This design comes from an exercise in tuning for small area on the open sky130 flow, not from production work. In this exercise RTL edits were held to simulation tests only and were not proved equivalent to the original.

## v4
==> flow/design.v (excerpt) <==
module dct_1d(
    input clk,
    input rst_n,
    input enable,
    input signed [9:0] x0, input signed [9:0] x1, input signed [9:0] x2, input signed [9:0] x3,
    input signed [9:0] x4, input signed [9:0] x5, input signed [9:0] x6, input signed [9:0] x7,
    output reg signed [10:0] y0, output reg signed [10:0] y1, output reg signed [10:0] y2, output reg signed [10:0] y3,
    output reg signed [10:0] y4, output reg signed [10:0] y5, output reg signed [10:0] y6, output reg signed [10:0] y7,
    output valid
);
reg [1:0] vp;
always @(posedge clk) if (!rst_n) vp <= 2'd0; else vp <= {vp[0:0], enable};
assign valid = vp[1];
wire a0, a1; ha_cell u_a0 (.a(x0[0]), .b(x7[0]), .s(a0), .co(a1));
wire a2, a3; fa_cell u_a2 (.a(x0[1]), .b(x7[1]), .c(a1), .s(a2), .co(a3));
wire a4, a5; fa_cell u_a4 (.a(x0[2]), .b(x7[2]), .c(a3), .s(a4), .co(a5));
wire a6 = x0[3] ^ x7[3];
wire a7 = x0[3] & x7[3];
wire a8 = x0[4] ^ x7[4];
wire a9 = x0[4] & x7[4];
wire a10 = x0[5] ^ x7[5];
wire a11 = x0[5] & x7[5];
wire a12 = x0[6] ^ x7[6];
wire a13 = x0[6] & x7[6];
wire a14 = x0[7] ^ x7[7];
wire a15 = x0[7] & x7[7];
wire a16 = x0[8] ^ x7[8];
wire a17 = x0[8] & x7[8];
wire a18 = x0[9] ^ x7[9];
wire a19 = x0[9] & x7[9];
wire a20 = x0[9] ^ x7[9];
wire a21 = x0[9] & x7[9];
wire a22 = a7 | (a6 & a5);
wire a23 = a11 | (a10 & a9);
wire a24 = a10 & a8;
wire a25 = a15 | (a14 & a13);
wire a26 = a14 & a12;
wire a27 = a19 | (a18 & a17);
wire a28 = a18 & a16;
wire a29 = a9 | (a8 & a22);
wire a30 = a23 | (a24 & a22);
wire a31 = a17 | (a16 & a25);
wire a32 = a16 & a26;
wire a33 = a27 | (a28 & a25);
wire a34 = a28 & a26;
wire a35 = a13 | (a12 & a30);
wire a36 = a25 | (a26 & a30);
wire a37 = a31 | (a32 & a30);
wire a38 = a33 | (a34 & a30);
wire a39 = a21 | (a20 & a38);
wire a40 = a6 ^ a5;
wire a41 = a8 ^ a22;
wire a42 = a10 ^ a29;
wire a43 = a12 ^ a30;
wire a44 = a14 ^ a35;
wire a45 = a16 ^ a36;
wire a46 = a18 ^ a37;
wire a47 = a20 ^ a38;
wire a48, a49; ha_cell u_a48 (.a(x1[0]), .b(x6[0]), .s(a48), .co(a49));
wire a50, a51; fa_cell u_a50 (.a(x1[1]), .b(x6[1]), .c(a49), .s(a50), .co(a51));
wire a52, a53; fa_cell u_a52 (.a(x1[2]), .b(x6[2]), .c(a51), .s(a52), .co(a53));
wire a54 = x1[3] ^ x6[3];
wire a55 = x1[3] & x6[3];
wire a56 = x1[4] ^ x6[4];
wire a57 = x1[4] & x6[4];
wire a58 = x1[5] ^ x6[5];
wire a59 = x1[5] & x6[5];
  ...
==> flow/config.mk <==
export PLATFORM = sky130hd
export DESIGN_NAME = dct_1d
export DESIGN_NICKNAME = dct_1d
export VERILOG_FILES = /design/flow/design.v
export SDC_FILE = /design/flow/constraint.sdc
export NUM_CORES = 4
export LEC_CHECK = 0
export ABC_AREA = 1
export CAP_MARGIN = 0
export CORE_MARGIN = 2
export CORE_UTILIZATION = 40
export PLACE_DENSITY = 0.8
export SLEW_MARGIN = 0
export SYNTH_HIERARCHICAL = 1
==> flow/constraint.sdc <==
create_clock -name core_clock -period 6.0 [get_ports {clk}]
set_input_delay 1.2000 -clock core_clock [delete_from_list [all_inputs] [get_ports {clk}]]
set_output_delay 1.2000 -clock core_clock [all_outputs]
set_load 0.01 [all_outputs]
run.sh (not shown) runs the stock make flow with config.mk's settings and CLKGATE_MAP_FILE= SYNTH_SCRIPT=/design/flow/synth_recipe.tcl, a recipe that flattens the netlist after the stock synthesis.
v4 reached the final stage; the timing, DRC and antenna checks on its layout passed.
## Diff of input files: v28 against v4
diff --git a/flow/config.mk b/flow/config.mk
--- a/flow/config.mk
+++ b/flow/config.mk
@@ -9 +9 @@
-export CAP_MARGIN = 0
+export CAP_MARGIN = 20
@@ -12,2 +12,2 @@
-export PLACE_DENSITY = 0.8
-export SLEW_MARGIN = 0
+export GPL_TIMING_DRIVEN = 0
+export SLEW_MARGIN = 20
Results
- v28: flow completed, timing, DRC and antenna clean
- v28 vs v4: via density per instance down in v28
- In v28 the final critical-path share of the clock period turned out 1.8 points higher than in v4.
- Of v28 and v4, the lower routed wire length belongs to v28.
- Layout buffer count excluding clock buffers shrinks by more than 10% when moving from v4 to v28.
- Largest fanout on the critical path in v28 is 4 below v4.
- Going from v4 to v28, post-CTS repair timing setup buffer count went up 37.
Here is what was changed in the inputs of v12 compared with v28.
diff --git a/flow/config.mk b/flow/config.mk
--- a/flow/config.mk
+++ b/flow/config.mk
@@ -12 +12 @@
-export GPL_TIMING_DRIVEN = 0
+export PLACE_DENSITY = 0.9
### Flow results
Diff v28 -> v12: share of the final layout cell area in multi-input gates -0.88 points, residual antenna-violating net count after detailed routing ~0 delta. v12: done, clean on timing, DRC and antenna. Looking at worst setup margin across both flows, v12 is the stronger of the two, with v28 trailing. v12 ended up with fa_1 as its slowest library cell on the worst path; v28 ended up with fa_2.
For v3, these inputs were changed with respect to v12:
diff --git a/flow/config.mk b/flow/config.mk
--- a/flow/config.mk
+++ b/flow/config.mk
@@ -8 +8 @@
-export ABC_AREA = 1
+export ABC_AREA = 0
@@ -12 +12 @@
-export PLACE_DENSITY = 0.9
+export PLACE_DENSITY = 0.8
Results
[flow] v3 | stages: complete | final checks: fail | reason: setup timing
v3 reports a lower fraction of area in multi-input gates than v12 does.
v12 -> v3: number of maximum-capacitance violations delta 0, exact match
Final number of setup-violating endpoints was lower in the run labelled v12.
v3 vs v12: global-route usage up
On v3: count of unique library cells instantiated by Yosys is 29 higher than what v12 gave.
Hold slack (lower): v12

-- what the ideal ports hide --
Ports are ideal in the flow. The routed layouts listed here were re-timed in OpenROAD.
Step 1 sets driving cells, clkbuf_16 on the clock port and buf_2 on the other inputs (assumed; they add their load-dependent delay and slew).
Step 2 also shifts input and output timing later by t, the mid clock arrival at the registers, as if the neighbouring blocks saw the same clock.
Slacks: ideal ports / drivers / drivers and shift; pairs: ideal ports / drivers.
run	shift t [ns]	setup slack, ns	worst setup path at the end	worst register clock-pin slew, ns
v4	0.575	0.170 / 0.170 / -0.271	input to register	0.08 / 0.08
v28	0.571	0.065 / 0.065 / -0.350	input to register	0.10 / 0.10
v12	0.561	0.091 / 0.091 / -0.249	input to register	0.09 / 0.09
v3	0.574	-0.281 / -0.281 / -0.281	register to register	0.10 / 0.10
With both steps, setup timing fails in v4, v28 and v12, where it was met with ideal ports. For v4, which loses most, drivers alone change the setup slack by 0.000 ns; drivers and shift together by -0.441 ns.
